This design comes from an exercise in tuning for small area on the open sky130 flow, not from production work. Function was checked by simulation only, so behaviour that the tests miss may differ from the original. The clock input has no modelled driver; a real chip could not lean on it and would need a root buffer or a full tree. Power and IR drop assume default switching activity.

==> flow/design.v <==
package light_package;
  typedef enum logic[1:0] {red, yellow, green} colors;
endpackage
import light_package ::*;
module traffic_light_controller(
  input         clk, reset,
                e_left_sensor,   
                 e_str_sensor,
                w_left_sensor,
                 w_str_sensor,
                    ns_sensor,
  output light_package::colors e_left_light ,   
                 e_str_light ,
                w_left_light ,
                 w_str_light ,
                    ns_light );
  localparam logic [2:0] MS = 3'b000, ME = 3'b001, MW = 3'b010,
                         ML = 3'b011, MN = 3'b111;
  localparam logic [3:0] PH = 4'd0, PZ = 4'd1, PY = 4'd2, PIDLE = 4'd12;
  logic [2:0] mov, next_mov;
  logic [3:0] ph,  next_ph;
  always_ff @(posedge clk)
    if (reset) begin
      mov <= MN;
      ph  <= PH;
    end else begin
      mov <= next_mov;
      ph  <= next_ph;
    end
  wire el = e_left_sensor, es = e_str_sensor, wl = w_left_sensor,
       ws = w_str_sensor,  ns = ns_sensor;
  wire sx = es | ws, ex = el | es, wx = wl | ws, lx = el | wl, nx = ns;
  logic own_all, other_any;
  always_comb begin
    case (mov)
      MS:      own_all = es & ws;
      ME:      own_all = el & es;
      MW:      own_all = wl & ws;
      ML:      own_all = el & wl;
      default: own_all = ns;
    endcase
    other_any = el | es | wl | ws | (ns & (mov != MN));
  end
  always_comb begin
    next_mov = mov;
    next_ph  = ph;
    if (ph == PH) begin
      next_ph = PIDLE;
      case (mov)
        MS:      if (ex) next_mov = ME; else if (wx) next_mov = MW; else if (lx) next_mov = ML; else if (nx) next_mov = MN; else next_ph = PH;
        ME:      if (wx) next_mov = MW; else if (lx) next_mov = ML; else if (nx) next_mov = MN; else if (sx) next_mov = MS; else next_ph = PH;
        MW:      if (lx) next_mov = ML; else if (nx) next_mov = MN; else if (sx) next_mov = MS; else if (ex) next_mov = ME; else next_ph = PH;
        ML:      if (nx) next_mov = MN; else if (sx) next_mov = MS; else if (ex) next_mov = ME; else if (wx) next_mov = MW; else next_ph = PH;
        default: if (sx) next_mov = MS; else if (ex) next_mov = ME; else if (wx) next_mov = MW; else if (lx) next_mov = ML; else next_ph = PH;
      endcase
    end else if (ph == PIDLE) begin
      if (!own_all)       next_ph = 4'd6;    
      else if (other_any) next_ph = 4'd11;   
    end else if (!own_all && ph > 4'd7)
      next_ph = 4'd6;
    else
      next_ph = ph - 4'd1;
  end
  wire g  = ph >= 4'd3;
  wire yz = (ph == PY) || (ph == PZ);
  wire a = mov[0], b = mov[1], n = mov[2];
  assign e_left_light = light_package::colors'({g & a & ~n, yz & a & ~n});
  assign w_left_light = light_package::colors'({g & b & ~n, yz & b & ~n});
  assign e_str_light  = light_package::colors'({g & ~b, yz & ~b});
  assign w_str_light  = light_package::colors'({g & ~a, yz & ~a});
  assign ns_light     = light_package::colors'({g & n, yz & n});
endmodule
Settings: LEC_CHECK=0, CAP_MARGIN=20, CORE_AREA=2.3 2.72 57.7 57.28, CTS_BUF_LIST=sky130_fd_sc_hd__clkbuf_1 sky130_fd_sc_hd__clkbuf_2, DIE_AREA=0 0 60 60, SLEW_MARGIN=20; clock period 7.0 ns.
standard.sh (not shown) runs the stock make flow with config.mk's settings and CLKGATE_MAP_FILE= SYNTH_SCRIPT=/design/flow/synth_recipe.tcl, a recipe that flattens the netlist after the stock synthesis.
==> flow/flow/run.sh <==
#!/bin/bash
# Standard ORFS layout with two changes:
#  - synthesis maps the logic with an area-oriented ABC script (flow/abc.script)
#    in place of ORFS's own; everything else in synthesis is the standard script;
#  - port buffers are sky130_fd_sc_hd__buf_1 cells.
set -euo pipefail
cd "$(dirname "$0")/.."
W=$PWD
rm -rf "$W/scripts_synth"
cp -r "$FLOW_HOME/scripts" "$W/scripts_synth"
cp "$W/flow/abc.script" "$W/scripts_synth/abc_area.script"
SCRIPTS_DIR="$W/scripts_synth" ABC_AREA=1 bash standard.sh synth > "$W/synth.log" 2>&1
export BUFFER_PORTS_ARGS="-buffer_cell sky130_fd_sc_hd__buf_1"
bash standard.sh > "$W/layout.log" 2>&1
==> flow/flow/abc.script <==
strash
&get -n
&deepsyn -T 30
&put
dch
amap
topo
stime -c
Then changed:
--- a/flow/config.mk
+++ b/flow/config.mk
@@ -8,5 +8,6 @@
 export CAP_MARGIN = 20
 export CORE_AREA = 2.3 2.72 57.7 57.28
-export CTS_BUF_LIST = sky130_fd_sc_hd__clkbuf_1 sky130_fd_sc_hd__clkbuf_2
+export CORE_UTILIZATION = 40
+export CTS_BUF_LIST = sky130_fd_sc_hd__clkbuf_1
 export DIE_AREA = 0 0 60 60
 export SLEW_MARGIN = 20
Effect:
- The new run ended with an error in floorplan
Then changed:
--- a/flow/config.mk
+++ b/flow/config.mk
@@ -8,6 +8,7 @@
 export CAP_MARGIN = 20
 export CORE_AREA = 2.3 2.72 57.7 57.28
-export CORE_UTILIZATION = 40
-export CTS_BUF_LIST = sky130_fd_sc_hd__clkbuf_1
+export CTS_BUF_LIST = sky130_fd_sc_hd__clkbuf_1 sky130_fd_sc_hd__clkbuf_2
+export CTS_CLUSTER_DIAMETER = 100
+export CTS_CLUSTER_SIZE = 10
 export DIE_AREA = 0 0 60 60
 export SLEW_MARGIN = 20
What happened: With this change the flow finished clean.
Then changed:
--- a/flow/flow/run.sh
+++ b/flow/flow/run.sh
@@ -12,3 +12,4 @@
 SCRIPTS_DIR="$W/scripts_synth" ABC_AREA=1 bash standard.sh synth > "$W/synth.log" 2>&1
 export BUFFER_PORTS_ARGS="-buffer_cell sky130_fd_sc_hd__buf_1"
+export CTS_ARGS="-buf_list sky130_fd_sc_hd__clkbuf_2 -root_buf sky130_fd_sc_hd__clkbuf_2 -repair_clock_nets"
 bash standard.sh > "$W/layout.log" 2>&1
--- a/flow/config.mk
+++ b/flow/config.mk
@@ -9,6 +9,4 @@
 export CORE_AREA = 2.3 2.72 57.7 57.28
 export CTS_BUF_LIST = sky130_fd_sc_hd__clkbuf_1 sky130_fd_sc_hd__clkbuf_2
-export CTS_CLUSTER_DIAMETER = 100
-export CTS_CLUSTER_SIZE = 10
 export DIE_AREA = 0 0 60 60
 export SLEW_MARGIN = 20
The changed run completed without violations.
Setup slack stays flat.
Total power hardly moves.
Fmax stays flat.
First-iteration DRC count came out higher by 16%.
Die area is unchanged.
Global-route usage stays the same.
Then changed:
==> flow/flow/run.sh (replaced) <==
#!/bin/bash
# Standard ORFS layout with three changes:
#  - synthesis maps the logic with an area-oriented ABC script (flow/abc.script)
#    in place of ORFS's own; everything else in synthesis is the standard script;
#  - port buffers are sky130_fd_sc_hd__buf_1 cells;
#  - the clock tree is a single buffer (flow/cts_simple.tcl) in place of
#    TritonCTS's tree; the rest of the CTS step (repair, placement) is standard.
set -euo pipefail
cd "$(dirname "$0")/.."
W=$PWD
rm -rf "$W/scripts_mod"
cp -r "$FLOW_HOME/scripts" "$W/scripts_mod"
cp "$W/flow/abc.script" "$W/scripts_mod/abc_area.script"
python3 - "$W/scripts_mod/cts.tcl" "$W/flow/cts_simple.tcl" <<'PY'
import sys
p, s = sys.argv[1], sys.argv[2]
t = open(p).read()
old = "log_cmd clock_tree_synthesis {*}$cts_args"
assert old in t
open(p, "w").write(t.replace(old, "source " + s))
PY
export SCRIPTS_DIR="$W/scripts_mod"
export SIMPLE_CTS_BUF=sky130_fd_sc_hd__clkbuf_4
export BUFFER_PORTS_ARGS="-buffer_cell sky130_fd_sc_hd__buf_1"
ABC_AREA=1 bash standard.sh synth > "$W/synth.log" 2>&1
bash standard.sh > "$W/layout.log" 2>&1
==> flow/flow/cts_simple.tcl (new file) <==
# Clock tree for a handful of flip-flops: one clock buffer, placed at the
# centroid of the flip-flops, drives every clock pin.
set block [ord::get_db_block]
set sx 0.0; set sy 0.0; set n 0
foreach inst [$block getInsts] {
  if {[string match "sky130_fd_sc_hd__df*" [[$inst getMaster] getName]]} {
    set loc [$inst getLocation]
    set sx [expr {$sx + [lindex $loc 0]}]
    set sy [expr {$sy + [lindex $loc 1]}]
    incr n
  }
}
set dbu [$block getDbUnitsPerMicron]
set x [expr {$sx / $n / $dbu}]
set y [expr {$sy / $n / $dbu}]
puts "simple CTS: $n flip-flops, buffer at $x $y"
insert_buffer -buffer_cell $::env(SIMPLE_CTS_BUF) -net [get_nets clk] -location [list $x $y] -buffer_name clkbuf_root -net_name clk_root
set_propagated_clock [all_clocks]
report_clock_skew
Outcome: Utilization went down by 0.42 points. Global-route usage went down by 1.2 points. Total power went down by 4.2%. Worst hold slack gets better by 0.0051 ns. Critical path depth does not change. Final cell count went down by 2.3%. Die area does not change. Clock skew went down by 0.0067 ns.
In the fifth run of this note the design's own scripts or RTL, not TritonCTS, make the clock network.

[static timing again, ports no longer ideal]
The flow's constraints put no driver on any port. The routed layouts listed below were extracted and timed again, unchanged, in two steps.
Step 1 sets driving cells, clkbuf_16 on the clock port and buf_2 on the other inputs (assumed; they add their load-dependent delay and slew).
Step 2 also shifts input and output timing later by t, the mid clock arrival at the registers, as if the neighbouring blocks saw the same clock.
a / b / c = ideal / step 1 / step 2; a / b = the first two.
| run | shift t [ns] | setup slack, ns | slew at the worst register clock pin (ns) | pins driven straight from the clock port |
|---|---|---|---|---|
| the first run | 0.254 | 3.999 / 3.977 / 4.028 | 0.08 / 0.08 | 1 |
| the third run | 0.254 | 3.999 / 3.977 / 4.028 | 0.08 / 0.08 | 1 |
| the fourth run | 0.253 | 4.001 / 3.980 / 4.074 | 0.08 / 0.08 | 1 |
| the fifth run | 0.170 | 4.069 / 4.049 / 4.059 | 0.09 / 0.09 | 1 |
After both steps every run listed still meets setup and hold. The setup slack of the fifth run, which loses most, moves by -0.020 ns with the drivers and by -0.010 ns with both steps.
